This design comes from an exercise in tuning for small area and a short achievable clock period on the open sky130 flow, not from production work.
The RTL was checked by simulation tests, not by an equivalence proof against the original design.
No activity file was given, so power comes from the tool's default toggle rates.

== the reference run ==
// mips
module mips(
  input  wire        clk, rst,
  output wire [31:0] pc,
  input  wire [31:0] instrF,
  input  wire [31:0] readdataM,
  output wire        memwriteM,
  output wire [31:0] aluout, writedata
);
==> module mips, before the edit <==
module mips(
  input  wire        clk, rst,
  output wire [31:0] pc,
  input  wire [31:0] instrF,
  input  wire [31:0] readdataM,
  output wire        memwriteM,
  output wire [31:0] aluout, writedata
);
  reg  [31:2] P4;            
  reg  [31:0] instrD;        
  reg  [31:2] tgtD;          
  reg  [31:0] postA, postB;  
  reg  [31:0] K;             
  reg  [3:0]  eqAB;          
  reg         fwdAD, fwdBD;  
  reg         fwd1, fwd2;    
  reg  [31:0] pE, gE;
  reg         cinE;
  reg  [31:0] writedataE;
  reg         regwriteE, memtoregE, memwriteE;
  reg  [4:0]  wrE;
  reg  [31:0] aluoutM, writedataM;
  reg         bubbleE;       
  reg         rstD;          
  reg         bubbleM;       
  reg         memwriteM_r, memtoregM, wenM;
  reg  [4:0]  wrM;
  reg  [32*32-1:32] rf;      
  wire [5:0]  opD    = instrD[31:26];
  wire [4:0]  rsD    = instrD[25:21];
  wire [4:0]  rtD    = instrD[20:16];
  wire [4:0]  rdD    = instrD[15:11];
  wire [5:0]  functD = instrD[5:0];
  wire rtypeD  = (opD == 6'b000000);
  wire lwD     = (opD == 6'b100011);
  wire swD     = (opD == 6'b101011);
  wire beqD    = (opD == 6'b000100);
  wire addiD   = (opD == 6'b001000);
  wire jD      = (opD == 6'b000010);
  wire f_add = (functD == 6'b100000);
  wire f_sub = (functD == 6'b100010);
  wire f_or  = (functD == 6'b100101);
  wire f_slt = (functD == 6'b101010);
  wire regwriteD = rtypeD | lwD | addiD;
  wire alusrcD   = lwD | swD | addiD;
  wire [4:0] wrD = rtypeD ? rdD : rtD;
  wire sltD   = rtypeD & f_slt;
  wire orD    = rtypeD & f_or;
  wire arithD = ~rtypeD | f_add | f_sub;
  wire cinD   = beqD | (rtypeD & (f_sub | f_slt));
  wire [31:0] signimmD = {{16{instrD[15]}}, instrD[15:0]};
  wire [31:0] aluoutE = pE + {gE[30:0], cinE};
  wire [31:0] xe = pE ^ K;
  wire [31:0] ge = gE | (pE & ~K);
  wire eqK = (xe == {ge[30:0], cinE});
  wire zero_pre = fwd1 ? eqK : (fwd2 | (&eqAB));
  wire pcsrcD = beqD & zero_pre;
  wire [31:2] jumpD = {P4[31:28], instrD[25:0]};
  wire [31:2] seqD = jD ? jumpD : P4;
  wire [31:2] Pk = pcsrcD ? (tgtD & {30{~rst}}) : (seqD & {30{~rst}});
  assign pc = {Pk, 2'b00};
  wire [31:0] cmpA = fwdAD ? aluoutE : postA;
  wire [31:0] cmpB = fwdBD ? aluoutE : postB;
  wire zero_post = (cmpA == cmpB);
  wire lwstall = memtoregE & ((wrE == rtD) | (wrE == rsD));
  wire bstall  = (regwriteE & (wrE == rsD)) | (wrE == rtD) |
                 (memtoregM & (wrM == rsD)) | (wrM == rtD);
  wire stall = beqD & zero_post & (lwstall | bstall);
  wire [31:0] resultM = memtoregM ? readdataM : aluoutM;
  wire fwdMA = wenM & (wrM == rsD);
  wire fwdMB = wenM & (wrM == rtD);
  wire [31:0] srcA_n = fwdAD ? aluoutE : fwdMA ? resultM : postA;
  wire [31:0] srcW_n = fwdBD ? aluoutE : fwdMB ? resultM : postB;
  wire [31:0] srcB_n = alusrcD ? signimmD : (cinD ? ~srcW_n : srcW_n);
  wire        lt_n = srcA_n < srcW_n;
  wire [31:0] pE_n = arithD ? (srcA_n ^ srcB_n) :
                     orD    ? (srcA_n | srcB_n) :
                     sltD   ? {31'b0, lt_n} :
                              (srcA_n & srcB_n);
  wire [31:0] gE_n = arithD ? (srcA_n & srcB_n) : 32'b0;
  wire [4:0] rsF = instrF[25:21];
  wire [4:0] rtF = instrF[20:16];
  reg  [31:0] rdAF, rdBF;
  integer i;
  always @* begin
    rdAF = 32'b0;
    rdBF = 32'b0;
    for (i = 1; i < 32; i = i + 1) begin
      rdAF = rdAF | ({32{rsF == i[4:0]}} & rf[32*i +: 32]);
      rdBF = rdBF | ({32{rtF == i[4:0]}} & rf[32*i +: 32]);
    end
  end
  wire wenD = regwriteD & (wrD != 5'd0);
  wire hold = stall & ~rst;
  wire [4:0] rsN = hold ? rsD : rsF;
  wire [4:0] rtN = hold ? rtD : rtF;
  wire [31:0] preA_n = hold ? postA : rdAF;
  wire [31:0] preB_n = hold ? postB : rdBF;
  wire hitA_n = wenM & ~rst & (wrM == rsN);
  wire hitB_n = wenM & ~rst & (wrM == rtN);
  wire fwdAD_n = ~rst & ~stall & wenD & (instrF[25:21] == wrD);
  wire fwdBD_n = ~rst & ~stall & wenD & (instrF[20:16] == wrD);
  always @(posedge clk) begin
    P4 <= Pk + 30'd1;
    if (!stall) tgtD <= Pk + {{14{instrF[15]}}, instrF[15:0]};
    postA <= hitA_n ? resultM : preA_n;
    postB <= hitB_n ? resultM : preB_n;
    K <= fwdAD_n ? preB_n : preA_n;
    eqAB <= {preA_n[31:24] == preB_n[31:24], preA_n[23:16] == preB_n[23:16],
             preA_n[15:8] == preB_n[15:8], preA_n[7:0] == preB_n[7:0]};
    fwdAD <= fwdAD_n;
    fwdBD <= fwdBD_n;
    fwd1 <= fwdAD_n ^ fwdBD_n;
    fwd2 <= fwdAD_n & fwdBD_n;
    if (rst) {instrD[31:11], instrD[5:0]} <= 27'b0;
    else if (!stall) {instrD[31:11], instrD[5:0]} <= {instrF[31:11], instrF[5:0]};
    if (!stall) instrD[10:6] <= instrF[10:6];
    writedataE <= srcW_n;
    pE <= pE_n;
    gE <= gE_n;
    cinE <= cinD & arithD;
    rstD <= rst;
    bubbleE <= rst | stall | rstD;
    if (rst | stall) begin
      regwriteE <= 1'b0; memtoregE <= 1'b0; memwriteE <= 1'b0;
      wrE <= 5'b0;
    end else begin
      regwriteE <= regwriteD; memtoregE <= lwD; memwriteE <= swD;
      wrE <= wrD;
    end
    writedataM <= writedataE;
    aluoutM <= aluoutE;
    bubbleM <= rst | bubbleE;
    if (rst) begin
      memwriteM_r <= 1'b0; memtoregM <= 1'b0; wenM <= 1'b0;
      wrM <= 5'b0;
    end else begin
      memwriteM_r <= memwriteE; memtoregM <= memtoregE;
      wenM <= regwriteE & (wrE != 5'd0);
      wrM <= wrE;
    end
  end
  genvar g;
  generate
    for (g = 1; g < 32; g = g + 1) begin : rfw
      always @(posedge clk)
        if (~rst & wenM & (wrM == g)) rf[32*g +: 32] <= resultM;
    end
  endgenerate
  assign memwriteM = memwriteM_r;
  assign aluout = aluoutM & {32{~bubbleM}};
  assign writedata = writedataM;
endmodule
Settings: LEC_CHECK=0, CAP_MARGIN=20, CORE_MARGIN=2, CORE_UTILIZATION=60, CTS_CLUSTER_DIAMETER=60, CTS_CLUSTER_SIZE=30, SLEW_MARGIN=20; clock period 16.0 ns.
standard.sh (not shown) runs the stock make flow with config.mk's settings and CLKGATE_MAP_FILE= SYNTH_SCRIPT=/design/flow/synth_recipe.tcl, a recipe that flattens the netlist after the stock synthesis.
==> flow/flow/run.sh <==
#!/bin/bash
# Standard ORFS layout (the standard.sh, unchanged synthesis) with two
# changes to how the layout is made:
#  - repair_timing is asked for a larger setup margin, so that it keeps
#    improving the paths to the pc outputs once the 16 ns constraint is met;
#  - the port buffers are buf_2 cells instead of the default delay buffers
#    (every port still gets its buffer; repair_timing resizes them as needed).
set -euo pipefail
bash standard.sh SETUP_SLACK_MARGIN=9 "BUFFER_PORTS_ARGS=-buffer_cell sky130_fd_sc_hd__buf_2" finish > make_finish.log 2>&1
## Diff of input files: the trial run against the reference run
--- a/flow/design.v
+++ b/flow/design.v
@@ -57,9 +57,9 @@
   wire zero_pre = fwd1 ? eqK : (fwd2 | (&eqAB));
   wire pcsrcD = beqD & zero_pre;
   wire [31:2] jumpD = {P4[31:28], instrD[25:0]};
-  wire [31:2] seqD = jD ? jumpD : P4;
-  wire [31:2] Pk = pcsrcD ? (tgtD & {30{~rst}}) : (seqD & {30{~rst}});
-  assign pc = {Pk, 2'b00};
+  wire [31:2] seqD = jD ? jumpD : rstD ? 30'd1 : P4;
+  wire [31:2] Pn = pcsrcD ? tgtD : seqD;
+  assign pc = {Pn & {30{~rst}}, 2'b00};
   wire [31:0] cmpA = fwdAD ? aluoutE : postA;
   wire [31:0] cmpB = fwdBD ? aluoutE : postB;
   wire zero_post = (cmpA == cmpB);
@@ -102,8 +102,8 @@
   wire fwdAD_n = ~rst & ~stall & wenD & (instrF[25:21] == wrD);
   wire fwdBD_n = ~rst & ~stall & wenD & (instrF[20:16] == wrD);
   always @(posedge clk) begin
-    P4 <= Pk + 30'd1;
-    if (!stall) tgtD <= Pk + {{14{instrF[15]}}, instrF[15:0]};
+    P4 <= Pn + 30'd1;
+    if (!stall) tgtD <= Pn + {{14{instrF[15]}}, instrF[15:0]};
     postA <= hitA_n ? resultM : preA_n;
     postB <= hitB_n ? resultM : preB_n;
     K <= fwdAD_n ? preB_n : preA_n;
Notes after the runs:
The trial run finished every stage and its layout cleared the timing, DRC and antenna checks. Aggregate routed wire length (the trial run vs. the reference run) decreases slightly. Looking only at part of the total power dissipated in the clock network, and setting everything else aside, the lower value of the trial run and the reference run goes to the reference run. The synthesized area of the trial run is lower than that of the reference run. The trial run leaves more setup margin than the reference run. Area of the die is lower on the trial run. Between the reference run and the trial run, placeable core region decreased. Lower detail-routed via count per cell was reported by the reference run, not the trial run. Compared with the reference run, number of clock buffer instances in the layout in the trial run increased by more than 10%. Sort the trial run and the reference run by total routing usage reported by global routing, descending, and the reference run comes first. Area added between synthesis and finish: the trial run and the reference run compared, higher one is the reference run. Higher final net count was reported by the reference run, not the trial run. Diff the reference run -> the trial run: cell count moved down; sequential share of layout area moved up; setup slack on the worst flop-to-flop path moved up.

==> afterwards: timing with drivers on the ports <==
In the flow no input, the clock included, has a driving cell. The finished layouts below were timed again as built, in two steps.
Step 1 (the two cells are an assumption about what drives the block):
set clk [get_ports {clk}]
set_driving_cell -lib_cell sky130_fd_sc_hd__clkbuf_16 $clk
set_driving_cell -lib_cell sky130_fd_sc_hd__buf_2 [delete_from_list [all_inputs] $clk]
Step 2 times the ports against the registers' clock, not the clock port: input delays grow and output delays shrink by t, the midpoint of the rising clock arrivals with the driver on.
a / b / c = ideal / step 1 / step 2; a / b = the first two.
run | shift t [ns] | slack for setup (ns) | worst slew at a driven data input, ns
the reference run | 0.835 | 8.905 / 8.736 / 8.131 | 0.31
the trial run | 0.823 | 8.942 / 8.884 / 8.490 | 0.15
After both steps setup and hold are still met in every run listed. For the reference run, which loses most, drivers alone change the setup slack by -0.169 ns; drivers and shift together by -0.774 ns.
